Source: an optimization exercise on an open RTL-to-GDS flow (aim: small area and a short achievable clock period). Production flows keep margins and buffers that such runs may drop.
The RTL was checked by simulation tests, not by an equivalence proof against the original design.

<file path="design/flow/config.mk">
export PLATFORM = sky130hd
export DESIGN_NAME = hsv2rgb_pipe
export DESIGN_NICKNAME = hsv2rgb_pipe
export VERILOG_FILES = /design/flow/design.v
export SDC_FILE = /design/flow/constraint.sdc
export NUM_CORES = 4
export LEC_CHECK = 0
export CAP_MARGIN = 20
export CORE_MARGIN = 2
export CORE_UTILIZATION = 40
export CTS_BUF_LIST = sky130_fd_sc_hd__clkbuf_8
export SLEW_MARGIN = 20
export SYNTH_HIERARCHICAL = 1
export SYNTH_MINIMUM_KEEP_SIZE = 0
</file>
<file path="design/flow/constraint.sdc">
create_clock -name core_clock -period 15.0 [get_ports {clk}]
set_input_delay 3.0000 -clock core_clock [delete_from_list [all_inputs] [get_ports {clk}]]
set_output_delay 3.0000 -clock core_clock [all_outputs]
set_load 0.01 [all_outputs]
</file>
<file path="design/flow/design.v">
module hsv_fa (input a, input b, input c, output s, output co);
    assign s = a ^ b ^ c;
    assign co = (a & b) | (c & (a ^ b));
endmodule
module hsv_ha (input a, input b, output s, output co);
    assign s = a ^ b;
    assign co = a & b;
endmodule
module hsv_han (input a, input b, output s, output co);
    assign s = ~(a ^ b);
    assign co = a | b;
endmodule
module hsv2rgb_pipe (
        input clk,
        input rst_n,
        input in_valid,
        input [7:0] h,
        input [7:0] s,
        input [7:0] v,
        output reg out_valid,
        output reg [7:0] r,
        output reg [7:0] g,
        output reg [7:0] b
    );
    reg vld0, vld1, vld2;
    reg [7:0] h0, s0, v0;
    wire [2:0] region = (h0 >= 8'd215) ? 3'd5 : (h0 >= 8'd172) ? 3'd4 :
                        (h0 >= 8'd129) ? 3'd3 : (h0 >= 8'd86) ? 3'd2 :
                        (h0 >= 8'd43) ? 3'd1 : 3'd0;
    wire [6:0] h3 = h0[6:0] + {h0[5:0], 1'b0};
    wire [6:0] k3 = h3 - {4'd0, region};
    wire even = ~region[0];
    wire [7:0] x_c = {k3 ^ {7{even}}, even};
    wire [2:0] sel_c = (s0 == 8'd0) ? 3'd7 : region;
    reg [2:0] sel1;
    reg [7:0] x1, s1;
    reg [7:0] nv1;       
    wire [7:0] u_c, p_c;
    wire mu_pp01 = s1[0] & x1[1];
    wire mu_pp02 = s1[0] & x1[2];
    wire mu_pp03 = s1[0] & x1[3];
    wire mu_pp04 = s1[0] & x1[4];
    wire mu_pp05 = s1[0] & x1[5];
    wire mu_pp06 = s1[0] & x1[6];
    wire mu_pp07 = s1[0] & x1[7];
    wire mu_pp10 = s1[1] & x1[0];
    wire mu_pp11 = s1[1] & x1[1];
    wire mu_pp12 = s1[1] & x1[2];
    wire mu_pp13 = s1[1] & x1[3];
    wire mu_pp14 = s1[1] & x1[4];
    wire mu_pp15 = s1[1] & x1[5];
    wire mu_pp16 = s1[1] & x1[6];
    wire mu_pp17 = s1[1] & x1[7];
    wire mu_pp20 = s1[2] & x1[0];
    wire mu_pp21 = s1[2] & x1[1];
    wire mu_pp22 = s1[2] & x1[2];
    wire mu_pp23 = s1[2] & x1[3];
    wire mu_pp24 = s1[2] & x1[4];
    wire mu_pp25 = s1[2] & x1[5];
    wire mu_pp26 = s1[2] & x1[6];
    wire mu_pp27 = s1[2] & x1[7];
    wire mu_pp30 = s1[3] & x1[0];
    wire mu_pp31 = s1[3] & x1[1];
    wire mu_pp32 = s1[3] & x1[2];
    wire mu_pp33 = s1[3] & x1[3];
    wire mu_pp34 = s1[3] & x1[4];
    wire mu_pp35 = s1[3] & x1[5];
    wire mu_pp36 = s1[3] & x1[6];
    wire mu_pp37 = s1[3] & x1[7];
    wire mu_pp40 = s1[4] & x1[0];
    wire mu_pp41 = s1[4] & x1[1];
    wire mu_pp42 = s1[4] & x1[2];
    wire mu_pp43 = s1[4] & x1[3];
    wire mu_pp44 = s1[4] & x1[4];
    wire mu_pp45 = s1[4] & x1[5];
    wire mu_pp46 = s1[4] & x1[6];
    wire mu_pp47 = s1[4] & x1[7];
    wire mu_pp50 = s1[5] & x1[0];
    wire mu_pp51 = s1[5] & x1[1];
    wire mu_pp52 = s1[5] & x1[2];
    wire mu_pp53 = s1[5] & x1[3];
    wire mu_pp54 = s1[5] & x1[4];
    wire mu_pp55 = s1[5] & x1[5];
    wire mu_pp56 = s1[5] & x1[6];
    wire mu_pp57 = s1[5] & x1[7];
    wire mu_pp60 = s1[6] & x1[0];
    wire mu_pp61 = s1[6] & x1[1];
    wire mu_pp62 = s1[6] & x1[2];
    wire mu_pp63 = s1[6] & x1[3];
    wire mu_pp64 = s1[6] & x1[4];
    wire mu_pp65 = s1[6] & x1[5];
    wire mu_pp66 = s1[6] & x1[6];
    wire mu_pp67 = s1[6] & x1[7];
    wire mu_pp70 = s1[7] & x1[0];
    wire mu_pp71 = s1[7] & x1[1];
    wire mu_pp72 = s1[7] & x1[2];
    wire mu_pp73 = s1[7] & x1[3];
    wire mu_pp74 = s1[7] & x1[4];
    wire mu_pp75 = s1[7] & x1[5];
    wire mu_pp76 = s1[7] & x1[6];
    wire mu_pp77 = s1[7] & x1[7];
    wire mu_t1, mu_t2;
    hsv_ha mu_t1_ha (.a(mu_pp06), .b(mu_pp15), .s(mu_t1), .co(mu_t2));
    wire mu_t3, mu_t4;
    hsv_fa mu_t3_fa (.a(mu_pp07), .b(mu_pp16), .c(mu_pp25), .s(mu_t3), .co(mu_t4));
    wire mu_t5, mu_t6;
    hsv_ha mu_t5_ha (.a(mu_pp34), .b(mu_pp43), .s(mu_t5), .co(mu_t6));
    wire mu_t7, mu_t8;
    hsv_fa mu_t7_fa (.a(mu_pp17), .b(mu_pp26), .c(mu_pp35), .s(mu_t7), .co(mu_t8));
    wire mu_t9, mu_t10;
    hsv_ha mu_t9_ha (.a(mu_pp44), .b(mu_pp53), .s(mu_t9), .co(mu_t10));
    wire mu_t11, mu_t12;
    hsv_fa mu_t11_fa (.a(mu_pp27), .b(mu_pp36), .c(mu_pp45), .s(mu_t11), .co(mu_t12));
    wire mu_t13, mu_t14;
    hsv_ha mu_t13_ha (.a(mu_pp04), .b(mu_pp13), .s(mu_t13), .co(mu_t14));
    wire mu_t15, mu_t16;
    hsv_fa mu_t15_fa (.a(mu_pp05), .b(mu_pp14), .c(mu_pp23), .s(mu_t15), .co(mu_t16));
    wire mu_t17, mu_t18;
    hsv_ha mu_t17_ha (.a(mu_pp32), .b(mu_pp41), .s(mu_t17), .co(mu_t18));
    wire mu_t19, mu_t20;
    hsv_fa mu_t19_fa (.a(mu_t1), .b(mu_pp24), .c(mu_pp33), .s(mu_t19), .co(mu_t20));
    wire mu_t21, mu_t22;
    hsv_fa mu_t21_fa (.a(mu_pp42), .b(mu_pp51), .c(mu_pp60), .s(mu_t21), .co(mu_t22));
    wire mu_t23, mu_t24;
    hsv_fa mu_t23_fa (.a(mu_t2), .b(mu_t3), .c(mu_t5), .s(mu_t23), .co(mu_t24));
    wire mu_t25, mu_t26;
    hsv_fa mu_t25_fa (.a(mu_pp52), .b(mu_pp61), .c(mu_pp70), .s(mu_t25), .co(mu_t26));
    wire mu_t27, mu_t28;
    hsv_fa mu_t27_fa (.a(mu_t4), .b(mu_t6), .c(mu_t7), .s(mu_t27), .co(mu_t28));
    wire mu_t29, mu_t30;
    hsv_fa mu_t29_fa (.a(mu_t9), .b(mu_pp62), .c(mu_pp71), .s(mu_t29), .co(mu_t30));
    wire mu_t31, mu_t32;
    hsv_fa mu_t31_fa (.a(mu_t8), .b(mu_t10), .c(mu_t11), .s(mu_t31), .co(mu_t32));
    wire mu_t33, mu_t34;
    hsv_fa mu_t33_fa (.a(mu_pp54), .b(mu_pp63), .c(mu_pp72), .s(mu_t33), .co(mu_t34));
    wire mu_t35, mu_t36;
    hsv_fa mu_t35_fa (.a(mu_t12), .b(mu_pp37), .c(mu_pp46), .s(mu_t35), .co(mu_t36));
    wire mu_t37, mu_t38;
    hsv_fa mu_t37_fa (.a(mu_pp55), .b(mu_pp64), .c(mu_pp73), .s(mu_t37), .co(mu_t38));
    wire mu_t39, mu_t40;
    hsv_fa mu_t39_fa (.a(mu_pp47), .b(mu_pp56), .c(mu_pp65), .s(mu_t39), .co(mu_t40));
    wire mu_t41, mu_t42;
    hsv_ha mu_t41_ha (.a(mu_pp03), .b(mu_pp12), .s(mu_t41), .co(mu_t42));
    wire mu_t43, mu_t44;
    hsv_fa mu_t43_fa (.a(mu_t13), .b(mu_pp22), .c(mu_pp31), .s(mu_t43), .co(mu_t44));
    wire mu_t45, mu_t46;
    hsv_fa mu_t45_fa (.a(mu_t14), .b(mu_t15), .c(mu_t17), .s(mu_t45), .co(mu_t46));
    wire mu_t47, mu_t48;
    hsv_fa mu_t47_fa (.a(mu_t16), .b(mu_t18), .c(mu_t19), .s(mu_t47), .co(mu_t48));
    wire mu_t49, mu_t50;
    hsv_fa mu_t49_fa (.a(mu_t20), .b(mu_t22), .c(mu_t23), .s(mu_t49), .co(mu_t50));
    wire mu_t51, mu_t52;
    hsv_fa mu_t51_fa (.a(mu_t24), .b(mu_t26), .c(mu_t27), .s(mu_t51), .co(mu_t52));
    wire mu_t53, mu_t54;
    hsv_fa mu_t53_fa (.a(mu_t28), .b(mu_t30), .c(mu_t31), .s(mu_t53), .co(mu_t54));
    wire mu_t55, mu_t56;
    hsv_fa mu_t55_fa (.a(mu_t32), .b(mu_t34), .c(mu_t35), .s(mu_t55), .co(mu_t56));
    wire mu_t57, mu_t58;
    hsv_fa mu_t57_fa (.a(mu_t36), .b(mu_t38), .c(mu_t39), .s(mu_t57), .co(mu_t58));
    wire mu_t59, mu_t60;
    hsv_fa mu_t59_fa (.a(mu_t40), .b(mu_pp57), .c(mu_pp66), .s(mu_t59), .co(mu_t60));
    wire mu_t61, mu_t62;
    hsv_ha mu_t61_ha (.a(mu_pp02), .b(mu_pp11), .s(mu_t61), .co(mu_t62));
    wire mu_t63, mu_t64;
    hsv_fa mu_t63_fa (.a(mu_t41), .b(mu_pp21), .c(mu_pp30), .s(mu_t63), .co(mu_t64));
    wire mu_t65, mu_t66;
    hsv_fa mu_t65_fa (.a(mu_t42), .b(mu_t43), .c(mu_pp40), .s(mu_t65), .co(mu_t66));
    wire mu_t67, mu_t68;
    hsv_fa mu_t67_fa (.a(mu_t44), .b(mu_t45), .c(mu_pp50), .s(mu_t67), .co(mu_t68));
    wire mu_t69, mu_t70;
    hsv_fa mu_t69_fa (.a(mu_t46), .b(mu_t47), .c(mu_t21), .s(mu_t69), .co(mu_t70));
    wire mu_t71, mu_t72;
    hsv_fa mu_t71_fa (.a(mu_t48), .b(mu_t49), .c(mu_t25), .s(mu_t71), .co(mu_t72));
    wire mu_t73, mu_t74;
    hsv_fa mu_t73_fa (.a(mu_t50), .b(mu_t51), .c(mu_t29), .s(mu_t73), .co(mu_t74));
    wire mu_t75, mu_t76;
    hsv_fa mu_t75_fa (.a(mu_t52), .b(mu_t53), .c(mu_t33), .s(mu_t75), .co(mu_t76));
    wire mu_t77, mu_t78;
    hsv_fa mu_t77_fa (.a(mu_t54), .b(mu_t55), .c(mu_t37), .s(mu_t77), .co(mu_t78));
    wire mu_t79, mu_t80;
    hsv_fa mu_t79_fa (.a(mu_t56), .b(mu_t57), .c(mu_pp74), .s(mu_t79), .co(mu_t80));
    wire mu_t81, mu_t82;
    hsv_fa mu_t81_fa (.a(mu_t58), .b(mu_t59), .c(mu_pp75), .s(mu_t81), .co(mu_t82));
    wire mu_t83, mu_t84;
    hsv_fa mu_t83_fa (.a(mu_t60), .b(mu_pp67), .c(mu_pp76), .s(mu_t83), .co(mu_t84));
    wire mu_c2 = mu_pp01 & mu_pp10;
    wire mu_c3 = (mu_t61 & mu_pp20) | (mu_c2 & (mu_t61 | mu_pp20));
    wire mu_c4 = (mu_t62 & mu_t63) | (mu_c3 & (mu_t62 | mu_t63));
    wire mu_c5 = (mu_t64 & mu_t65) | (mu_c4 & (mu_t64 | mu_t65));
    wire [10:0] mu_ra = {1'b0, mu_t84, mu_t82, mu_t80, mu_t78, mu_t76, mu_t74, mu_t72, mu_t70, mu_t68, mu_t66};
    wire [10:0] mu_rb = {1'b0, mu_pp77, mu_t83, mu_t81, mu_t79, mu_t77, mu_t75, mu_t73, mu_t71, mu_t69, mu_t67};
    wire [10:0] mu_sum = mu_ra + mu_rb + {10'd0, mu_c5};
    assign u_c = mu_sum[10:3];
    wire mp_pp01 = ~(nv1[0] | s1[1]);
    wire mp_pp02 = ~(nv1[0] | s1[2]);
    wire mp_pp03 = ~(nv1[0] | s1[3]);
    wire mp_pp04 = ~(nv1[0] | s1[4]);
    wire mp_pp05 = ~(nv1[0] | s1[5]);
    wire mp_pp06 = ~(nv1[0] | s1[6]);
    wire mp_pp07 = ~(nv1[0] | s1[7]);
    wire mp_pp10 = ~(nv1[1] | s1[0]);
    wire mp_pp11 = ~(nv1[1] | s1[1]);
    wire mp_pp12 = ~(nv1[1] | s1[2]);
    wire mp_pp13 = ~(nv1[1] | s1[3]);
    wire mp_pp14 = ~(nv1[1] | s1[4]);
    wire mp_pp15 = ~(nv1[1] | s1[5]);
    wire mp_pp16 = ~(nv1[1] | s1[6]);
    wire mp_pp17 = ~(nv1[1] | s1[7]);
    wire mp_pp20 = ~(nv1[2] | s1[0]);
    wire mp_pp21 = ~(nv1[2] | s1[1]);
    wire mp_pp22 = ~(nv1[2] | s1[2]);
    wire mp_pp23 = ~(nv1[2] | s1[3]);
    wire mp_pp24 = ~(nv1[2] | s1[4]);
    wire mp_pp25 = ~(nv1[2] | s1[5]);
    wire mp_pp26 = ~(nv1[2] | s1[6]);
    wire mp_pp27 = ~(nv1[2] | s1[7]);
    wire mp_pp30 = ~(nv1[3] | s1[0]);
    wire mp_pp31 = ~(nv1[3] | s1[1]);
    wire mp_pp32 = ~(nv1[3] | s1[2]);
    wire mp_pp33 = ~(nv1[3] | s1[3]);
    wire mp_pp34 = ~(nv1[3] | s1[4]);
    wire mp_pp35 = ~(nv1[3] | s1[5]);
    wire mp_pp36 = ~(nv1[3] | s1[6]);
    wire mp_pp37 = ~(nv1[3] | s1[7]);
    wire mp_pp40 = ~(nv1[4] | s1[0]);
    wire mp_pp41 = ~(nv1[4] | s1[1]);
    wire mp_pp42 = ~(nv1[4] | s1[2]);
    wire mp_pp43 = ~(nv1[4] | s1[3]);
    wire mp_pp44 = ~(nv1[4] | s1[4]);
    wire mp_pp45 = ~(nv1[4] | s1[5]);
    wire mp_pp46 = ~(nv1[4] | s1[6]);
    wire mp_pp47 = ~(nv1[4] | s1[7]);
    wire mp_pp50 = ~(nv1[5] | s1[0]);
    wire mp_pp51 = ~(nv1[5] | s1[1]);
    wire mp_pp52 = ~(nv1[5] | s1[2]);
    wire mp_pp53 = ~(nv1[5] | s1[3]);
    wire mp_pp54 = ~(nv1[5] | s1[4]);
    wire mp_pp55 = ~(nv1[5] | s1[5]);
    wire mp_pp56 = ~(nv1[5] | s1[6]);
    wire mp_pp57 = ~(nv1[5] | s1[7]);
    wire mp_pp60 = ~(nv1[6] | s1[0]);
    wire mp_pp61 = ~(nv1[6] | s1[1]);
    wire mp_pp62 = ~(nv1[6] | s1[2]);
    wire mp_pp63 = ~(nv1[6] | s1[3]);
    wire mp_pp64 = ~(nv1[6] | s1[4]);
    wire mp_pp65 = ~(nv1[6] | s1[5]);
    wire mp_pp66 = ~(nv1[6] | s1[6]);
    wire mp_pp67 = ~(nv1[6] | s1[7]);
    wire mp_pp70 = ~(nv1[7] | s1[0]);
    wire mp_pp71 = ~(nv1[7] | s1[1]);
    wire mp_pp72 = ~(nv1[7] | s1[2]);
    wire mp_pp73 = ~(nv1[7] | s1[3]);
    wire mp_pp74 = ~(nv1[7] | s1[4]);
    wire mp_pp75 = ~(nv1[7] | s1[5]);
    wire mp_pp76 = ~(nv1[7] | s1[6]);
    wire mp_pp77 = ~(nv1[7] | s1[7]);
    wire mp_t1, mp_t2;
    hsv_ha mp_t1_ha (.a(mp_pp06), .b(mp_pp15), .s(mp_t1), .co(mp_t2));
    wire mp_t3, mp_t4;
    hsv_fa mp_t3_fa (.a(mp_pp07), .b(mp_pp16), .c(mp_pp25), .s(mp_t3), .co(mp_t4));
    wire mp_t5, mp_t6;
    hsv_ha mp_t5_ha (.a(mp_pp34), .b(mp_pp43), .s(mp_t5), .co(mp_t6));
    wire mp_t7, mp_t8;
    hsv_fa mp_t7_fa (.a(mp_pp17), .b(mp_pp26), .c(mp_pp35), .s(mp_t7), .co(mp_t8));
    wire mp_t9, mp_t10;
    hsv_ha mp_t9_ha (.a(mp_pp44), .b(mp_pp53), .s(mp_t9), .co(mp_t10));
    wire mp_t11, mp_t12;
    hsv_fa mp_t11_fa (.a(mp_pp27), .b(mp_pp36), .c(mp_pp45), .s(mp_t11), .co(mp_t12));
    wire mp_t13, mp_t14;
    hsv_ha mp_t13_ha (.a(mp_pp04), .b(mp_pp13), .s(mp_t13), .co(mp_t14));
    wire mp_t15, mp_t16;
    hsv_fa mp_t15_fa (.a(mp_pp05), .b(mp_pp14), .c(mp_pp23), .s(mp_t15), .co(mp_t16));
    wire mp_t17, mp_t18;
    hsv_ha mp_t17_ha (.a(mp_pp32), .b(mp_pp41), .s(mp_t17), .co(mp_t18));
    wire mp_t19, mp_t20;
    hsv_fa mp_t19_fa (.a(mp_t1), .b(mp_pp24), .c(mp_pp33), .s(mp_t19), .co(mp_t20));
    wire mp_t21, mp_t22;
    hsv_fa mp_t21_fa (.a(mp_pp42), .b(mp_pp51), .c(mp_pp60), .s(mp_t21), .co(mp_t22));
    wire mp_t23, mp_t24;
    hsv_fa mp_t23_fa (.a(mp_t2), .b(mp_t3), .c(mp_t5), .s(mp_t23), .co(mp_t24));
    wire mp_t25, mp_t26;
    hsv_fa mp_t25_fa (.a(mp_pp52), .b(mp_pp61), .c(mp_pp70), .s(mp_t25), .co(mp_t26));
    wire mp_t27, mp_t28;
    hsv_fa mp_t27_fa (.a(mp_t4), .b(mp_t6), .c(mp_t7), .s(mp_t27), .co(mp_t28));
    wire mp_t29, mp_t30;
    hsv_fa mp_t29_fa (.a(mp_t9), .b(mp_pp62), .c(mp_pp71), .s(mp_t29), .co(mp_t30));
    wire mp_t31, mp_t32;
    hsv_fa mp_t31_fa (.a(mp_t8), .b(mp_t10), .c(mp_t11), .s(mp_t31), .co(mp_t32));
    wire mp_t33, mp_t34;
    hsv_fa mp_t33_fa (.a(mp_pp54), .b(mp_pp63), .c(mp_pp72), .s(mp_t33), .co(mp_t34));
    wire mp_t35, mp_t36;
    hsv_fa mp_t35_fa (.a(mp_t12), .b(mp_pp37), .c(mp_pp46), .s(mp_t35), .co(mp_t36));
    wire mp_t37, mp_t38;
    hsv_fa mp_t37_fa (.a(mp_pp55), .b(mp_pp64), .c(mp_pp73), .s(mp_t37), .co(mp_t38));
    wire mp_t39, mp_t40;
    hsv_fa mp_t39_fa (.a(mp_pp47), .b(mp_pp56), .c(mp_pp65), .s(mp_t39), .co(mp_t40));
    wire mp_t41, mp_t42;
    hsv_ha mp_t41_ha (.a(mp_pp03), .b(mp_pp12), .s(mp_t41), .co(mp_t42));
    wire mp_t43, mp_t44;
    hsv_fa mp_t43_fa (.a(mp_t13), .b(mp_pp22), .c(mp_pp31), .s(mp_t43), .co(mp_t44));
    wire mp_t45, mp_t46;
    hsv_fa mp_t45_fa (.a(mp_t14), .b(mp_t15), .c(mp_t17), .s(mp_t45), .co(mp_t46));
    wire mp_t47, mp_t48;
    hsv_fa mp_t47_fa (.a(mp_t16), .b(mp_t18), .c(mp_t19), .s(mp_t47), .co(mp_t48));
    wire mp_t49, mp_t50;
    hsv_fa mp_t49_fa (.a(mp_t20), .b(mp_t22), .c(mp_t23), .s(mp_t49), .co(mp_t50));
    wire mp_t51, mp_t52;
    hsv_fa mp_t51_fa (.a(mp_t24), .b(mp_t26), .c(mp_t27), .s(mp_t51), .co(mp_t52));
    wire mp_t53, mp_t54;
    hsv_fa mp_t53_fa (.a(mp_t28), .b(mp_t30), .c(mp_t31), .s(mp_t53), .co(mp_t54));
    wire mp_t55, mp_t56;
    hsv_fa mp_t55_fa (.a(mp_t32), .b(mp_t34), .c(mp_t35), .s(mp_t55), .co(mp_t56));
    wire mp_t57, mp_t58;
    hsv_fa mp_t57_fa (.a(mp_t36), .b(mp_t38), .c(mp_t39), .s(mp_t57), .co(mp_t58));
    wire mp_t59, mp_t60;
    hsv_fa mp_t59_fa (.a(mp_t40), .b(mp_pp57), .c(mp_pp66), .s(mp_t59), .co(mp_t60));
    wire mp_t61, mp_t62;
    hsv_ha mp_t61_ha (.a(mp_pp02), .b(mp_pp11), .s(mp_t61), .co(mp_t62));
    wire mp_t63, mp_t64;
    hsv_fa mp_t63_fa (.a(mp_t41), .b(mp_pp21), .c(mp_pp30), .s(mp_t63), .co(mp_t64));
    wire mp_t65, mp_t66;
    hsv_fa mp_t65_fa (.a(mp_t42), .b(mp_t43), .c(mp_pp40), .s(mp_t65), .co(mp_t66));
    wire mp_t67, mp_t68;
    hsv_fa mp_t67_fa (.a(mp_t44), .b(mp_t45), .c(mp_pp50), .s(mp_t67), .co(mp_t68));
    wire mp_t69, mp_t70;
    hsv_fa mp_t69_fa (.a(mp_t46), .b(mp_t47), .c(mp_t21), .s(mp_t69), .co(mp_t70));
    wire mp_t71, mp_t72;
    hsv_fa mp_t71_fa (.a(mp_t48), .b(mp_t49), .c(mp_t25), .s(mp_t71), .co(mp_t72));
    wire mp_t73, mp_t74;
    hsv_fa mp_t73_fa (.a(mp_t50), .b(mp_t51), .c(mp_t29), .s(mp_t73), .co(mp_t74));
    wire mp_t75, mp_t76;
    hsv_fa mp_t75_fa (.a(mp_t52), .b(mp_t53), .c(mp_t33), .s(mp_t75), .co(mp_t76));
    wire mp_t77, mp_t78;
    hsv_fa mp_t77_fa (.a(mp_t54), .b(mp_t55), .c(mp_t37), .s(mp_t77), .co(mp_t78));
    wire mp_t79, mp_t80;
    hsv_fa mp_t79_fa (.a(mp_t56), .b(mp_t57), .c(mp_pp74), .s(mp_t79), .co(mp_t80));
    wire mp_t81, mp_t82;
    hsv_fa mp_t81_fa (.a(mp_t58), .b(mp_t59), .c(mp_pp75), .s(mp_t81), .co(mp_t82));
    wire mp_t83, mp_t84;
    hsv_fa mp_t83_fa (.a(mp_t60), .b(mp_pp67), .c(mp_pp76), .s(mp_t83), .co(mp_t84));
    wire mp_c2 = mp_pp01 & mp_pp10;
    wire mp_c3 = (mp_t61 & mp_pp20) | (mp_c2 & (mp_t61 | mp_pp20));
    wire mp_c4 = (mp_t62 & mp_t63) | (mp_c3 & (mp_t62 | mp_t63));
    wire mp_c5 = (mp_t64 & mp_t65) | (mp_c4 & (mp_t64 | mp_t65));
    wire [10:0] mp_ra = {1'b0, mp_t84, mp_t82, mp_t80, mp_t78, mp_t76, mp_t74, mp_t72, mp_t70, mp_t68, mp_t66};
    wire [10:0] mp_rb = {1'b0, mp_pp77, mp_t83, mp_t81, mp_t79, mp_t77, mp_t75, mp_t73, mp_t71, mp_t69, mp_t67};
    wire [10:0] mp_sum = mp_ra + mp_rb + {10'd0, mp_c5};
    assign p_c = mp_sum[10:3];
    reg [2:0] sel2;
    reg [7:0] u2, p2;
    reg [7:0] nv2;       
    wire [7:0] w_c;
    wire mw_pp01 = ~(nv2[0] | u2[1]);
    wire mw_pp02 = ~(nv2[0] | u2[2]);
    wire mw_pp03 = ~(nv2[0] | u2[3]);
    wire mw_pp04 = ~(nv2[0] | u2[4]);
    wire mw_pp05 = ~(nv2[0] | u2[5]);
    wire mw_pp06 = ~(nv2[0] | u2[6]);
    wire mw_pp07 = ~(nv2[0] | u2[7]);
    wire mw_pp10 = ~(nv2[1] | u2[0]);
    wire mw_pp11 = ~(nv2[1] | u2[1]);
    wire mw_pp12 = ~(nv2[1] | u2[2]);
    wire mw_pp13 = ~(nv2[1] | u2[3]);
    wire mw_pp14 = ~(nv2[1] | u2[4]);
    wire mw_pp15 = ~(nv2[1] | u2[5]);
    wire mw_pp16 = ~(nv2[1] | u2[6]);
    wire mw_pp17 = ~(nv2[1] | u2[7]);
    wire mw_pp20 = ~(nv2[2] | u2[0]);
    wire mw_pp21 = ~(nv2[2] | u2[1]);
    wire mw_pp22 = ~(nv2[2] | u2[2]);
    wire mw_pp23 = ~(nv2[2] | u2[3]);
    wire mw_pp24 = ~(nv2[2] | u2[4]);
    wire mw_pp25 = ~(nv2[2] | u2[5]);
    wire mw_pp26 = ~(nv2[2] | u2[6]);
    wire mw_pp27 = ~(nv2[2] | u2[7]);
    wire mw_pp30 = ~(nv2[3] | u2[0]);
    wire mw_pp31 = ~(nv2[3] | u2[1]);
    wire mw_pp32 = ~(nv2[3] | u2[2]);
    wire mw_pp33 = ~(nv2[3] | u2[3]);
    wire mw_pp34 = ~(nv2[3] | u2[4]);
    wire mw_pp35 = ~(nv2[3] | u2[5]);
    wire mw_pp36 = ~(nv2[3] | u2[6]);
    wire mw_pp37 = ~(nv2[3] | u2[7]);
    wire mw_pp40 = ~(nv2[4] | u2[0]);
    wire mw_pp41 = ~(nv2[4] | u2[1]);
    wire mw_pp42 = ~(nv2[4] | u2[2]);
    wire mw_pp43 = ~(nv2[4] | u2[3]);
    wire mw_pp44 = ~(nv2[4] | u2[4]);
    wire mw_pp45 = ~(nv2[4] | u2[5]);
    wire mw_pp46 = ~(nv2[4] | u2[6]);
    wire mw_pp47 = ~(nv2[4] | u2[7]);
    wire mw_pp50 = ~(nv2[5] | u2[0]);
    wire mw_pp51 = ~(nv2[5] | u2[1]);
    wire mw_pp52 = ~(nv2[5] | u2[2]);
    wire mw_pp53 = ~(nv2[5] | u2[3]);
    wire mw_pp54 = ~(nv2[5] | u2[4]);
    wire mw_pp55 = ~(nv2[5] | u2[5]);
    wire mw_pp56 = ~(nv2[5] | u2[6]);
    wire mw_pp57 = ~(nv2[5] | u2[7]);
    wire mw_pp60 = ~(nv2[6] | u2[0]);
    wire mw_pp61 = ~(nv2[6] | u2[1]);
    wire mw_pp62 = ~(nv2[6] | u2[2]);
    wire mw_pp63 = ~(nv2[6] | u2[3]);
    wire mw_pp64 = ~(nv2[6] | u2[4]);
    wire mw_pp65 = ~(nv2[6] | u2[5]);
    wire mw_pp66 = ~(nv2[6] | u2[6]);
    wire mw_pp67 = ~(nv2[6] | u2[7]);
    wire mw_pp70 = ~(nv2[7] | u2[0]);
    wire mw_pp71 = ~(nv2[7] | u2[1]);
    wire mw_pp72 = ~(nv2[7] | u2[2]);
    wire mw_pp73 = ~(nv2[7] | u2[3]);
    wire mw_pp74 = ~(nv2[7] | u2[4]);
    wire mw_pp75 = ~(nv2[7] | u2[5]);
    wire mw_pp76 = ~(nv2[7] | u2[6]);
    wire mw_pp77 = ~(nv2[7] | u2[7]);
    wire mw_t1, mw_t2;
    hsv_ha mw_t1_ha (.a(mw_pp06), .b(mw_pp15), .s(mw_t1), .co(mw_t2));
    wire mw_t3, mw_t4;
    hsv_fa mw_t3_fa (.a(mw_pp07), .b(mw_pp16), .c(mw_pp25), .s(mw_t3), .co(mw_t4));
    wire mw_t5, mw_t6;
    hsv_ha mw_t5_ha (.a(mw_pp34), .b(mw_pp43), .s(mw_t5), .co(mw_t6));
    wire mw_t7, mw_t8;
    hsv_fa mw_t7_fa (.a(mw_pp17), .b(mw_pp26), .c(mw_pp35), .s(mw_t7), .co(mw_t8));
    wire mw_t9, mw_t10;
    hsv_ha mw_t9_ha (.a(mw_pp44), .b(mw_pp53), .s(mw_t9), .co(mw_t10));
    wire mw_t11, mw_t12;
    hsv_fa mw_t11_fa (.a(mw_pp27), .b(mw_pp36), .c(mw_pp45), .s(mw_t11), .co(mw_t12));
    wire mw_t13, mw_t14;
    hsv_ha mw_t13_ha (.a(mw_pp04), .b(mw_pp13), .s(mw_t13), .co(mw_t14));
    wire mw_t15, mw_t16;
    hsv_fa mw_t15_fa (.a(mw_pp05), .b(mw_pp14), .c(mw_pp23), .s(mw_t15), .co(mw_t16));
    wire mw_t17, mw_t18;
    hsv_ha mw_t17_ha (.a(mw_pp32), .b(mw_pp41), .s(mw_t17), .co(mw_t18));
    wire mw_t19, mw_t20;
    hsv_fa mw_t19_fa (.a(mw_t1), .b(mw_pp24), .c(mw_pp33), .s(mw_t19), .co(mw_t20));
    wire mw_t21, mw_t22;
    hsv_fa mw_t21_fa (.a(mw_pp42), .b(mw_pp51), .c(mw_pp60), .s(mw_t21), .co(mw_t22));
    wire mw_t23, mw_t24;
    hsv_fa mw_t23_fa (.a(mw_t2), .b(mw_t3), .c(mw_t5), .s(mw_t23), .co(mw_t24));
    wire mw_t25, mw_t26;
    hsv_fa mw_t25_fa (.a(mw_pp52), .b(mw_pp61), .c(mw_pp70), .s(mw_t25), .co(mw_t26));
    wire mw_t27, mw_t28;
    hsv_fa mw_t27_fa (.a(mw_t4), .b(mw_t6), .c(mw_t7), .s(mw_t27), .co(mw_t28));
    wire mw_t29, mw_t30;
    hsv_fa mw_t29_fa (.a(mw_t9), .b(mw_pp62), .c(mw_pp71), .s(mw_t29), .co(mw_t30));
    wire mw_t31, mw_t32;
    hsv_fa mw_t31_fa (.a(mw_t8), .b(mw_t10), .c(mw_t11), .s(mw_t31), .co(mw_t32));
    wire mw_t33, mw_t34;
    hsv_fa mw_t33_fa (.a(mw_pp54), .b(mw_pp63), .c(mw_pp72), .s(mw_t33), .co(mw_t34));
    wire mw_t35, mw_t36;
    hsv_fa mw_t35_fa (.a(mw_t12), .b(mw_pp37), .c(mw_pp46), .s(mw_t35), .co(mw_t36));
    wire mw_t37, mw_t38;
    hsv_fa mw_t37_fa (.a(mw_pp55), .b(mw_pp64), .c(mw_pp73), .s(mw_t37), .co(mw_t38));
    wire mw_t39, mw_t40;
    hsv_fa mw_t39_fa (.a(mw_pp47), .b(mw_pp56), .c(mw_pp65), .s(mw_t39), .co(mw_t40));
    wire mw_t41, mw_t42;
    hsv_ha mw_t41_ha (.a(mw_pp03), .b(mw_pp12), .s(mw_t41), .co(mw_t42));
    wire mw_t43, mw_t44;
    hsv_fa mw_t43_fa (.a(mw_t13), .b(mw_pp22), .c(mw_pp31), .s(mw_t43), .co(mw_t44));
    wire mw_t45, mw_t46;
    hsv_fa mw_t45_fa (.a(mw_t14), .b(mw_t15), .c(mw_t17), .s(mw_t45), .co(mw_t46));
    wire mw_t47, mw_t48;
    hsv_fa mw_t47_fa (.a(mw_t16), .b(mw_t18), .c(mw_t19), .s(mw_t47), .co(mw_t48));
    wire mw_t49, mw_t50;
    hsv_fa mw_t49_fa (.a(mw_t20), .b(mw_t22), .c(mw_t23), .s(mw_t49), .co(mw_t50));
    wire mw_t51, mw_t52;
    hsv_fa mw_t51_fa (.a(mw_t24), .b(mw_t26), .c(mw_t27), .s(mw_t51), .co(mw_t52));
    wire mw_t53, mw_t54;
    hsv_fa mw_t53_fa (.a(mw_t28), .b(mw_t30), .c(mw_t31), .s(mw_t53), .co(mw_t54));
    wire mw_t55, mw_t56;
    hsv_fa mw_t55_fa (.a(mw_t32), .b(mw_t34), .c(mw_t35), .s(mw_t55), .co(mw_t56));
    wire mw_t57, mw_t58;
    hsv_fa mw_t57_fa (.a(mw_t36), .b(mw_t38), .c(mw_t39), .s(mw_t57), .co(mw_t58));
    wire mw_t59, mw_t60;
    hsv_fa mw_t59_fa (.a(mw_t40), .b(mw_pp57), .c(mw_pp66), .s(mw_t59), .co(mw_t60));
    wire mw_t61, mw_t62;
    hsv_ha mw_t61_ha (.a(mw_pp02), .b(mw_pp11), .s(mw_t61), .co(mw_t62));
    wire mw_t63, mw_t64;
    hsv_fa mw_t63_fa (.a(mw_t41), .b(mw_pp21), .c(mw_pp30), .s(mw_t63), .co(mw_t64));
    wire mw_t65, mw_t66;
    hsv_fa mw_t65_fa (.a(mw_t42), .b(mw_t43), .c(mw_pp40), .s(mw_t65), .co(mw_t66));
    wire mw_t67, mw_t68;
    hsv_fa mw_t67_fa (.a(mw_t44), .b(mw_t45), .c(mw_pp50), .s(mw_t67), .co(mw_t68));
    wire mw_t69, mw_t70;
    hsv_fa mw_t69_fa (.a(mw_t46), .b(mw_t47), .c(mw_t21), .s(mw_t69), .co(mw_t70));
    wire mw_t71, mw_t72;
    hsv_fa mw_t71_fa (.a(mw_t48), .b(mw_t49), .c(mw_t25), .s(mw_t71), .co(mw_t72));
    wire mw_t73, mw_t74;
    hsv_fa mw_t73_fa (.a(mw_t50), .b(mw_t51), .c(mw_t29), .s(mw_t73), .co(mw_t74));
    wire mw_t75, mw_t76;
    hsv_fa mw_t75_fa (.a(mw_t52), .b(mw_t53), .c(mw_t33), .s(mw_t75), .co(mw_t76));
    wire mw_t77, mw_t78;
    hsv_fa mw_t77_fa (.a(mw_t54), .b(mw_t55), .c(mw_t37), .s(mw_t77), .co(mw_t78));
    wire mw_t79, mw_t80;
    hsv_fa mw_t79_fa (.a(mw_t56), .b(mw_t57), .c(mw_pp74), .s(mw_t79), .co(mw_t80));
    wire mw_t81, mw_t82;
    hsv_fa mw_t81_fa (.a(mw_t58), .b(mw_t59), .c(mw_pp75), .s(mw_t81), .co(mw_t82));
    wire mw_t83, mw_t84;
    hsv_fa mw_t83_fa (.a(mw_t60), .b(mw_pp67), .c(mw_pp76), .s(mw_t83), .co(mw_t84));
    wire mw_c2 = mw_pp01 & mw_pp10;
    wire mw_c3 = (mw_t61 & mw_pp20) | (mw_c2 & (mw_t61 | mw_pp20));
    wire mw_c4 = (mw_t62 & mw_t63) | (mw_c3 & (mw_t62 | mw_t63));
    wire mw_c5 = (mw_t64 & mw_t65) | (mw_c4 & (mw_t64 | mw_t65));
    wire [10:0] mw_ra = {1'b0, mw_t84, mw_t82, mw_t80, mw_t78, mw_t76, mw_t74, mw_t72, mw_t70, mw_t68, mw_t66};
    wire [10:0] mw_rb = {1'b0, mw_pp77, mw_t83, mw_t81, mw_t79, mw_t77, mw_t75, mw_t73, mw_t71, mw_t69, mw_t67};
    wire [10:0] mw_sum = mw_ra + mw_rb + {10'd0, mw_c5};
    assign w_c = mw_sum[10:3];
    reg [2:0] wsel;
    reg [2:0] vsel;
    always @* begin
        case (sel2)
            3'd0: begin wsel = 3'b010; vsel = 3'b100; end
            3'd1: begin wsel = 3'b100; vsel = 3'b010; end
            3'd2: begin wsel = 3'b001; vsel = 3'b010; end
            3'd3: begin wsel = 3'b010; vsel = 3'b001; end
            3'd4: begin wsel = 3'b100; vsel = 3'b001; end
            3'd5: begin wsel = 3'b001; vsel = 3'b100; end
            default: begin wsel = 3'b000; vsel = 3'b111; end
        endcase
    end
    wire [7:0] v2 = ~nv2;
    wire [7:0] r_n = vsel[2] ? v2 : p2;
    wire [7:0] g_n = vsel[1] ? v2 : p2;
    wire [7:0] b_n = vsel[0] ? v2 : p2;
    always @(posedge clk or negedge rst_n) begin
        if (!rst_n) begin
            vld0 <= 1'b0;
            vld1 <= 1'b0;
            vld2 <= 1'b0;
            out_valid <= 1'b0;
        end else begin
            vld0 <= in_valid;
            vld1 <= vld0;
            vld2 <= vld1;
            out_valid <= vld2;
        end
    end
    always @(posedge clk) begin
        h0 <= h;
        s0 <= s;
        v0 <= v;
        sel1 <= sel_c;
        x1 <= x_c;
        s1 <= s0;
        nv1 <= ~v0;
        sel2 <= sel1;
        u2 <= u_c;
        p2 <= p_c;
        nv2 <= nv1;
        r <= wsel[2] ? w_c : r_n;
        g <= wsel[1] ? w_c : g_n;
        b <= wsel[0] ? w_c : b_n;
    end
endmodule
</file>
<file path="design/flow/flow/run.sh">
#!/bin/bash
set -euo pipefail
export BUFFER_PORTS_ARGS="-buffer_cell sky130_fd_sc_hd__buf_1"
bash standard.sh SETUP_SLACK_MARGIN=10.6 finish > standard.log 2>&1
</file>
<file path="design/flow/standard.sh">
#!/bin/bash
# synth_recipe.tcl (not shown) runs the flow's synth.tcl, then flattens the netlist and writes it again
# the make line also repeats each setting of config.mk as NAME=value (left out here)
make -C /OpenROAD-flow-scripts/flow DESIGN_CONFIG=/design/flow/config.mk WORK_HOME=/design/flow/orfs CLKGATE_MAP_FILE= SYNTH_SCRIPT=/design/flow/synth_recipe.tcl "${@:-finish}"
</file>
==> impl_metrics.ini, run 1 <==
[outcome]
status = timing/DRC/antenna clean

[cells_and_area]
final_util = 0.445
drive_above_1_share = 0.0681
syn_to_final_growth_pct = 8.56
layout.nets = 1051
fin_cells = 1118

[global_routing]
antenna_found_initial = 0
overflow = 0
grt_usage = 0.172
grt_pass1_wl_mm = 29.8
grt_max_degree = 22
first_global_vias = 5984

[sta]
hold_viol = 0
finClkSkew_ns = 0.0131
maxSlewViolCount = 0
post-route-period-util = 0.280
rsz0062_at_grt = yes
period_minus_slack_ns = 4.20
worstMarginPinSlew_ns = 0.792
slew-limit-headroom = 0.471
tns_ns = 0
fmax_ghz = 0.238
finalSetupViolations = 0

[drt]
dr_wl_met2_mm = 8.03
totalWireLength_mm = 17.2
drc = 0
via_per_inst = 5.13
via_count = 5731
ant_nets = 0
dr.pass1.iters = 5
met3_length_um = 629
maxUsedRoutingLayer = met4
first_iter_violations = 324
wl_per_cell_um = 15.4
m1WireLength_mm = 8.27

[floorplan]
fp.dieArea_um2 = 21200
std_cell_rows = 51
dieWidth_um = 146
initial_core_util = 0.410
die_h_um = 146
io_pins = 52
core-area_um2 = 19600

[synthesis]
synth_edf_count = 0
yosys_warnings = 7
netlist-cell-type-count = 60
syn_avg_cell_area_um2 = 9.79
syn_area_um2 = 8040
ys_async_sr_fraction = 0.0377
ys_ff_latch = 106
synth_top_flop_cell = dfxtp_1
ys_seq_area_frac = 0.266
synth_cells = 821
syn_nets = 1025

[clocking]
cts_tree = yes
ctsHoldBuffers = 0
clkTransAtPathRegs_ns = 0.11
clockRootBuffer = clkbuf_8
cts_buffer_depth = 2
clkLatencyLatePin_ns = 0.39
htree_num_levels = 3
cts_buffers = 9
cts_num_sinks = 106

[critical_path]
cp_max_fo = 8
cp-end-kind = flop
critPathLaunchType = flop
crit_arrival_ns = 4.47
cp.required_ns = 15.27
crit_type = flop to flop

[hold_path]
hp-class = flop to flop

[placement]
portBuffers = 51
dp_hpwl_mm = 13.5
post-place-cells = 1101
gp_congestion = 0.860

[flow_run]
maxCapViolCount = 0
[metrics by stage]
stage                     worst slack, ns  hold WS (ns)  area (um^2)
after CTS                           10.61         0.328         8660
after global placement              10.50         0.312         8440
after floorplan                     10.70         0.310         8040
final                               10.80         0.331         8730
after detailed placement            10.42         0.312         8440
after global routing                10.59         0.330         8720
[cell families (layout without fill, tap and decap cells)]
logic type / after synthesis / count (layout) / synth area share
compound gates: 135 / 135 / 0.118
xor+xnor: 23 / 23 / 0.0251
fa+ha+maj: 177 / 177 / 0.376
buf+inv: 75 / 106 / 0.0366
flops: 106 / 106 / 0.266
mux: 2 / 2 / 0.00249
other cells: 0 / 1 / 0
simple gates: 303 / 303 / 0.175
[Yosys cell counts, types with 9 or more instances]
master    instances  area share
fa_1            108        0.27
o21ai_0          16       0.010
xor2_1            9      0.0098
clkbuf_1         39       0.018
a211oi_1         19       0.018
a21o_1           11       0.010
and2_1           61       0.047
nand2_1          30       0.014
dfxtp_1         102        0.25
nor2_1          162       0.076
a21oi_1          35       0.022
nor3_1           14      0.0087
ha_1             69        0.11
xnor2_1          14       0.015
inv_1            33       0.015
[worst paths after layout]
path	start	to	slack (ns)	depth (start not counted)
hold reg to reg	sel1[1]	sel2[1]	0.33	0
hold / removal	sel1[1]	sel2[1]	0.33	0
max in group asynchronous	rst_n	vld0	12.41	1
setup reg to reg	u2[7]	r[6]	10.80	12
min in group asynchronous	rst_n	out_valid	2.42	1
setup / recovery	u2[7]	r[6]	10.80	12
[routing by layer]
metal  up-vias  GRT usage
met4         0     0.0431
met2       121      0.286
met3        17     0.0288
met1      2803      0.234
li1       2790          -
met5         -          0
[worst max-delay path, stage by stage (launching register included)]
cell and delay, ns:
dfxtp_2 0.43, nor2_1 0.09, fa_1 0.50, fa_1 0.43, fa_1 0.57, fa_1 0.42
ha_1 0.35, a21o_1 0.24, a21oi_4 0.21, o2bb2ai_1 0.12, a311o_2 0.41, xnor2_2 0.20
a21oi_1 0.10
[flip-flops by register name, indices dropped and copies added, names as in the netlist]
signal     cells
vld0           1
u2             8
vld2           1
h0             8
nv1            8
g              8
sel1           3
x1             8
p2             8
s1             8
vld1           1
sel2           3
b              8
s0             8
r              8
v0             8
out_valid      1
nv2            8
[area by class of cell]
type / count / area, um^2
tap: 265 / 332
timing repair buffer: 57 / 236
clock buffer: 9 / 124
antenna: 1 / 2.50
inverter: 33 / 124
multi-input combinational: 640 / 5640
fill: 1935 / 10900
sequential: 106 / 2190
clock inverter: 7 / 83.8
[Yosys stat by module, one instance, submodules excluded]
module | cells inside | area [um^2]
hsv2rgb_pipe | 695 | 5670
hsv_ha | 1 | 12.5
hsv_fa | 1 | 20.0
[placed cells by master (no fill, tap or decap), drive strengths merged, types with 3 or more instances in the layout]
master,Yosys,routed
nand3,5,5
fa,108,108
nand2,30,30
and2,61,61
clkinv,0,4
o21bai,4,4
o21ai,18,18
o21a,8,8
clkbuf,39,9
a21o,11,11
xor2,9,9
nor3,14,14
dfxtp,102,102
dfrtp,4,4
a21oi,35,35
nor4,3,3
and3,3,3
buf,3,57
nor2b,8,8
nor2,162,162
a211oi,19,19
a2111oi,5,5
o211ai,3,3
nand4,5,5
inv,33,36
o22ai,5,5
nand2b,4,4
ha,69,69
o31ai,3,3
xnor2,14,14
[what timing repair did]
item	in CTS	in global routing
setup endpoints to repair	18	22
pin swaps	0	0
setup buffers	0	0
gates resized for setup	14	21
==> inputs of run 2 (changes only) <==
==> design/flow/flow/run.sh (replaced) <==
#!/bin/bash
set -euo pipefail
export BUFFER_PORTS_ARGS="-buffer_cell sky130_fd_sc_hd__buf_1"
bash standard.sh SETUP_SLACK_MARGIN=10.8 finish > standard.log 2>&1
==> run 2 against run 1 <==
Net effect: still clean on timing, DRC and antenna; critical endpoint is now p2[4]; cell area increased by 3.7%; synthesized area unchanged; critical path depth did not move; via count is 2.8% higher.
==> impl_metrics.ini, run 2 <==
[outcome]
status = timing/DRC/antenna clean

[clocking]
cts_buffer_depth = 2
clockRootBuffer = clkbuf_8
cts_buffers = 9
clkLatencyLatePin_ns = 0.39
ctsHoldBuffers = 0
clkTransAtPathRegs_ns = 0.11
htree_num_levels = 3
cts_num_sinks = 106
cts_tree = yes

[global_routing]
grt_usage = 0.173
first_global_vias = 5921
grt_pass1_wl_mm = 29.6
overflow = 0
grt_max_degree = 22
antenna_found_initial = 0

[cells_and_area]
final_util = 0.462
num_antenna_cells = 0
final_common_cell = nor2_1
final_cell_mix = nor2_1 (156), fa_1 (107), dfxtp_1 (79), ha_1 (66), and2_1 (59)
layout.nets = 1080
syn_to_final_growth_pct = 12.5
drive_above_1_share = 0.120

[drt]
first_iter_violations = 351
via_count = 5891
wl_per_cell_um = 15.5
drc = 0
via_per_inst = 5.14
ant_nets = 0
dr.pass1.iters = 5
totalWireLength_mm = 17.8

[placement]
portBuffers = 51
gp_congestion = 0.866
dp_hpwl_mm = 13.6
place_ws_ns = 10.26

[critical_path]
cp-end-kind = flop
crit_type = flop to flop
reg2reg_from = nv1[1]
endpoint = p2[4]
cp_max_fo = 9
r2r_setup_slack_ns = 10.94
crit_start = nv1[1]
crit_arrival_ns = 4.39
critPathLaunchType = flop
reg2reg_depth = 12
cp.required_ns = 15.32
r2r-end = p2[4]

[sta]
worstMarginPinSlew_ns = 0.892
post-route-period-util = 0.271
tns_ns = 0
finalSetupViolations = 0
layout_setup_ws_ns = 10.94
slew-limit-headroom = 0.404
finClkSkew_ns = 0.0112
maxSlewViolCount = 0
period_minus_slack_ns = 4.06
fmax_ghz = 0.246
rsz0062_at_grt = yes
hold_viol = 0

[synthesis]
synth_top_area_share = 0.269
yosys-top-cells-count = nor2_1 (162), fa_1 (108), dfxtp_1 (102), ha_1 (69), and2_1 (61)
synth.area.top_cells = fa_1 (27%), dfxtp_1 (25%), ha_1 (11%)
syn_area_um2 = 8040
yosys.cell_count.top_type = nor2_1
synth_edf_count = 0
synth_cells = 821
yosys.area.top_type = fa_1
ys_async_sr_fraction = 0.0377
syn_avg_cell_area_um2 = 9.79
ys_seq_area_frac = 0.266
synth_top_flop_cell = dfxtp_1
netlist-cell-type-count = 60
yosys_warnings = 7
ys_ff_latch = 106
syn_nets = 1025

[floorplan]
core-area_um2 = 19600
std_cell_rows = 51
die_h_um = 146
dieWidth_um = 146
io_pins = 52
fp.dieArea_um2 = 21200
initial_core_util = 0.410

[hold_path]
hp-class = flop to flop
hold_path_startpoint = sel1[2]
min_path_cells = 0

[flow_run]
maxCapViolCount = 0
## run 2: cell types whose count changed in the layout (fill, tap and decap cells not counted), sizes merged
cell and change:
inv +2, buf +29, clkinv -2, diode -1
## run 2: worst min path at each step
stage              end  slack [ns]
6_report       sel2[2]        0.35
5_1_grt         nv1[6]        0.36
4_1_cts        sel2[1]        0.35
3_5_place_dp   sel2[1]        0.32
3_3_place_gp   sel2[1]        0.31
2_1_floorplan  sel2[0]        0.31
## run 2: what timing repair did
item,4_1_cts,5_1_grt
pin swaps,0,6
setup buffers,2,28
resized for setup,31,39
endpoints found under the setup margin,30,27
## run 2: metal layers
metal	global-route usage	wire length, um	vias up
met5	0	0	-
met4	0.0485	208	0
met3	0.0266	772	13
met2	0.293	8350	147
met1	0.229	8470	2885
li1	-	-	2846
## run 2: cells by family after synthesis
logic type | synth area share
buffers and inverters | 0.0366
xor gates and xnor gates | 0.0251
adders and majority gates | 0.376
AOI/OAI and AO/OA | 0.118
DFF | 0.266
and+or+nand+nor | 0.175
muxes | 0.00249
## run 2: through the flow
stage | hold slack, ns | instances | cell area (um^2)
2_1_floorplan | 0.310 | 821 | 8050
3_3_place_gp | 0.311 | 1099 | 8430
3_5_place_dp | 0.319 | 1100 | 8440
4_1_cts | 0.351 | 1118 | 8730
5_1_grt | 0.360 | 1146 | 9050
6_report | 0.346 | 1146 | 9050
## run 2: area by class of cell
cell class | count | area, um^2
repair buffers | 86 | 455
flip-flops and latches | 106 | 2220
fillers | 1890 | 10500
multi-input cells | 640 | 5710
well taps | 265 | 332
clock buffers | 9 | 124
clock inverters | 7 | 78.8
inverters | 33 | 124
## run 2: modules after synthesis (local to each module, per instance)
module | area (um^2) | copies in the design | cells | flip-flops and latches
hsv2rgb_pipe | 5670 | 1 | 695 | 106
hsv_fa | 20.0 | 105 | 1 | 0
hsv_ha | 12.5 | 21 | 1 | 0
## run 2: worst max-delay path, cell delays in order, from the launching register on
cell and delay [ns]:
dfxtp_4 0.41, nor2_4 0.14, fa_1 0.45, fa_1 0.54, fa_1 0.45, fa_1 0.47, ha_1 0.30, nor2b_1 0.14
o2111ai_1 0.14, a211oi_2 0.16, or4_4 0.51, a21oi_2 0.16, xnor2_1 0.13
==> inputs of run 3 (changes only) <==
==> design/flow/flow/run.sh (replaced) <==
#!/bin/bash
set -euo pipefail
export BUFFER_PORTS_ARGS="-buffer_cell sky130_fd_sc_hd__buf_1"
bash standard.sh SETUP_SLACK_MARGIN=10.7 finish > standard.log 2>&1
==> run 3 against run 2 <==
Net effect: register-to-register slack got worse by 0.08 ns; cell area decreased by 3.1%; sequential share of layout area increased by 0.49 points; clock-buffer cell count unchanged; critical endpoint is now u2[3]; largest cell class unchanged; highest routed layer unchanged.
==> impl_metrics.ini, run 3 <==
[global_routing]
overflow = 0
grt_pass1_wl_mm = 29.0
antenna_found_initial = 0
first_global_vias = 5722
grt_max_degree = 22
grt_usage = 0.167

[cells_and_area]
fin_area_um2 = 8770
final_common_cell = nor2_1
final_util = 0.448
syn_to_final_growth_pct = 9.11
drive_above_1_share = 0.0738
layout.nets = 1053
fin_cells = 1119
num_antenna_cells = 0
final_cell_mix = nor2_1 (160), fa_1 (108), dfxtp_1 (81), ha_1 (67), and2_1 (61)

[clocking]
clockRootBuffer = clkbuf_8
htree_num_levels = 3
cts_buffers = 9
cts_buffer_depth = 2
cts_tree = yes
clkLatencyLatePin_ns = 0.39
clkTransAtPathRegs_ns = 0.11
cts_num_sinks = 106

[synthesis]
synth_top_area_share = 0.269
syn_nets = 1025
yosys.cell_count.top_type = nor2_1
syn_avg_cell_area_um2 = 9.79
yosys.area.top_type = fa_1
synth_adder_area_share = 0.376
synth_compound_area_frac = 0.118
netlist-cell-type-count = 60
synth_xor_area_frac = 0.0251
ys_ff_latch = 106
ys_seq_area_frac = 0.266
synth_top_flop_cell = dfxtp_1
synth_top_family_by_area = adder cells
syn_area_um2 = 8040
synth_edf_count = 0
ys_async_sr_fraction = 0.0377
synth_cells = 821
synthSimpleGateAreaFrac = 0.175
synth.area.top_cells = fa_1 (27%), dfxtp_1 (25%), ha_1 (11%)
yosys_warnings = 7
yosys-top-cells-count = nor2_1 (162), fa_1 (108), dfxtp_1 (102), ha_1 (69), and2_1 (61)
muxShareOfSynthArea = 0.00249

[drt]
wl_per_cell_um = 15.3
via_count = 5618
dr.pass1.iters = 4
first_iter_violations = 297
ant_nets = 0
drc = 0
via_per_inst = 5.02
totalWireLength_mm = 17.2

[floorplan]
die_h_um = 146
io_pins = 52
core-area_um2 = 19600
dieWidth_um = 146
fp.dieArea_um2 = 21200
initial_core_util = 0.410
std_cell_rows = 51

[critical_path]
critPathLaunchType = flop
crit_arrival_ns = 4.48
cp.required_ns = 15.34
cp-end-kind = flop
crit_type = flop to flop
cp_max_fo = 13

[placement]
gp_congestion = 0.836
post-place-cells = 1101
portBuffers = 51
dp_hpwl_mm = 13.5
placed_area_um2 = 8440

[sta]
maxSlewViolCount = 0
rsz0062_at_grt = yes
finClkSkew_ns = 0.0135
hold_viol = 0
post-route-period-util = 0.276
period_minus_slack_ns = 4.14
fmax_ghz = 0.241
worstMarginPinSlew_ns = 0.804
slew-limit-headroom = 0.463
finalSetupViolations = 0
tns_ns = 0

[hold_path]
hp-class = flop to flop

[outcome]
status = timing/DRC/antenna clean

[flow_run]
maxCapViolCount = 0
==> run 3: cell counts after synthesis <==
No cell type changed its count.
==> run 3: cells by family (layout without fill, tap and decap cells) <==
logic type | count (synthesis) | in the layout
XOR/XNOR | 23 | 23
multiplexers | 2 | 2
AO/OA/AOI/OAI | 135 | 135
buffers and inverters | 75 | 108
flip-flops | 106 | 106
adder cells (fa/ha/maj) | 177 | 177
AND/OR/NAND/NOR | 303 | 303
==> run 3: per-layer routing <==
layer | up-vias | global-route usage | part of all wire
li1 | 2784 | - | -
met3 | 16 | 0.0266 | 0.033
met4 | 0 | 0.0412 | 0.012
met5 | - | 0 | 0
met2 | 91 | 0.277 | 0.46
met1 | 2727 | 0.230 | 0.49
==> run 3: path summary, 6_finish.rpt <==
kind	start	endpoint	slack [ns]	cells after the start
max	s1[0]	u2[3]	10.86	12
min reg2reg	sel1[1]	sel2[1]	0.34	0
max reg2reg	s1[0]	u2[3]	10.86	12
min in group asynchronous	rst_n	vld1	2.41	1
max in group asynchronous	rst_n	out_valid	12.41	1
min	sel1[1]	sel2[1]	0.34	0
==> run 3: repair_timing <==
item | 4_1_cts | 5_1_grt
pin swaps | 0 | 4
resized for setup | 18 | 26
hold buffers | 0 | 0
setup endpoints to repair | 27 | 24
buffers inserted | 0 | 2
==> run 3: final cells by class <==
class | count | area [um^2]
tap | 265 | 332
sequential | 106 | 2200
clock inverter | 7 | 83.8
inverter | 33 | 124
fill | 1916 | 10800
clock buffer | 9 | 124
timing repair buffer | 59 | 256
multi-input combinational | 640 | 5660
==> run 3: worst max-delay path, stage by stage, from the launching register on <==
cell and delay (ns):
dfxtp_2 0.42, and2_1 0.21, fa_1 0.56, fa_1 0.43
fa_1 0.52, fa_1 0.42, ha_1 0.30, nand2_1 0.06
nor3_1 0.05, o22a_1 0.22, o31a_1 0.35, or4b_1 0.48
nand3_1 0.08
==> run 3: through the flow <==
stage,hold WS [ns],setup slack [ns]
final,0.340,10.86
after global routing,0.345,10.67
after CTS,0.340,10.68
after detailed placement,0.313,10.42
after global placement,0.313,10.51
after floorplan,0.310,10.72
==> run 3: modules after synthesis (local to each module, per instance) <==
module	copies in the design	flops+latches
hsv_ha	21	0
hsv2rgb_pipe	1	106
hsv_fa	105	0

## separate check: timing with driven ports
Ports are ideal in the flow. The routed layouts listed here were re-timed in OpenROAD.
Step 1 assumes that a clkbuf_16 drives the clock port and a buf_2 every other input.
Step 2 moves the port delays by t, midway between the first and last clock arrival at a register: inputs arrive t later, outputs are due t later. That takes back most of the time a late clock gives input paths.
Slacks: ideal ports / drivers / drivers and shift; pairs: ideal ports / drivers.
| run | t (ns) | setup slack, ns | hold WS [ns] | worst setup path at the end | clock arrival spread, ns |
|---|---|---|---|---|---|
| run 1 | 0.424 | 10.801 / 10.801 / 10.801 | 0.331 / 0.331 / 0.331 | register to register | 0.017 / 0.016 |
| run 2 | 0.427 | 10.938 / 10.938 / 10.938 | 0.346 / 0.346 / 0.346 | register to register | 0.013 / 0.012 |
| run 3 | 0.425 | 10.857 / 10.857 / 10.857 | 0.340 / 0.340 / 0.340 | register to register | 0.018 / 0.018 |
After both steps every run listed still meets setup and hold.
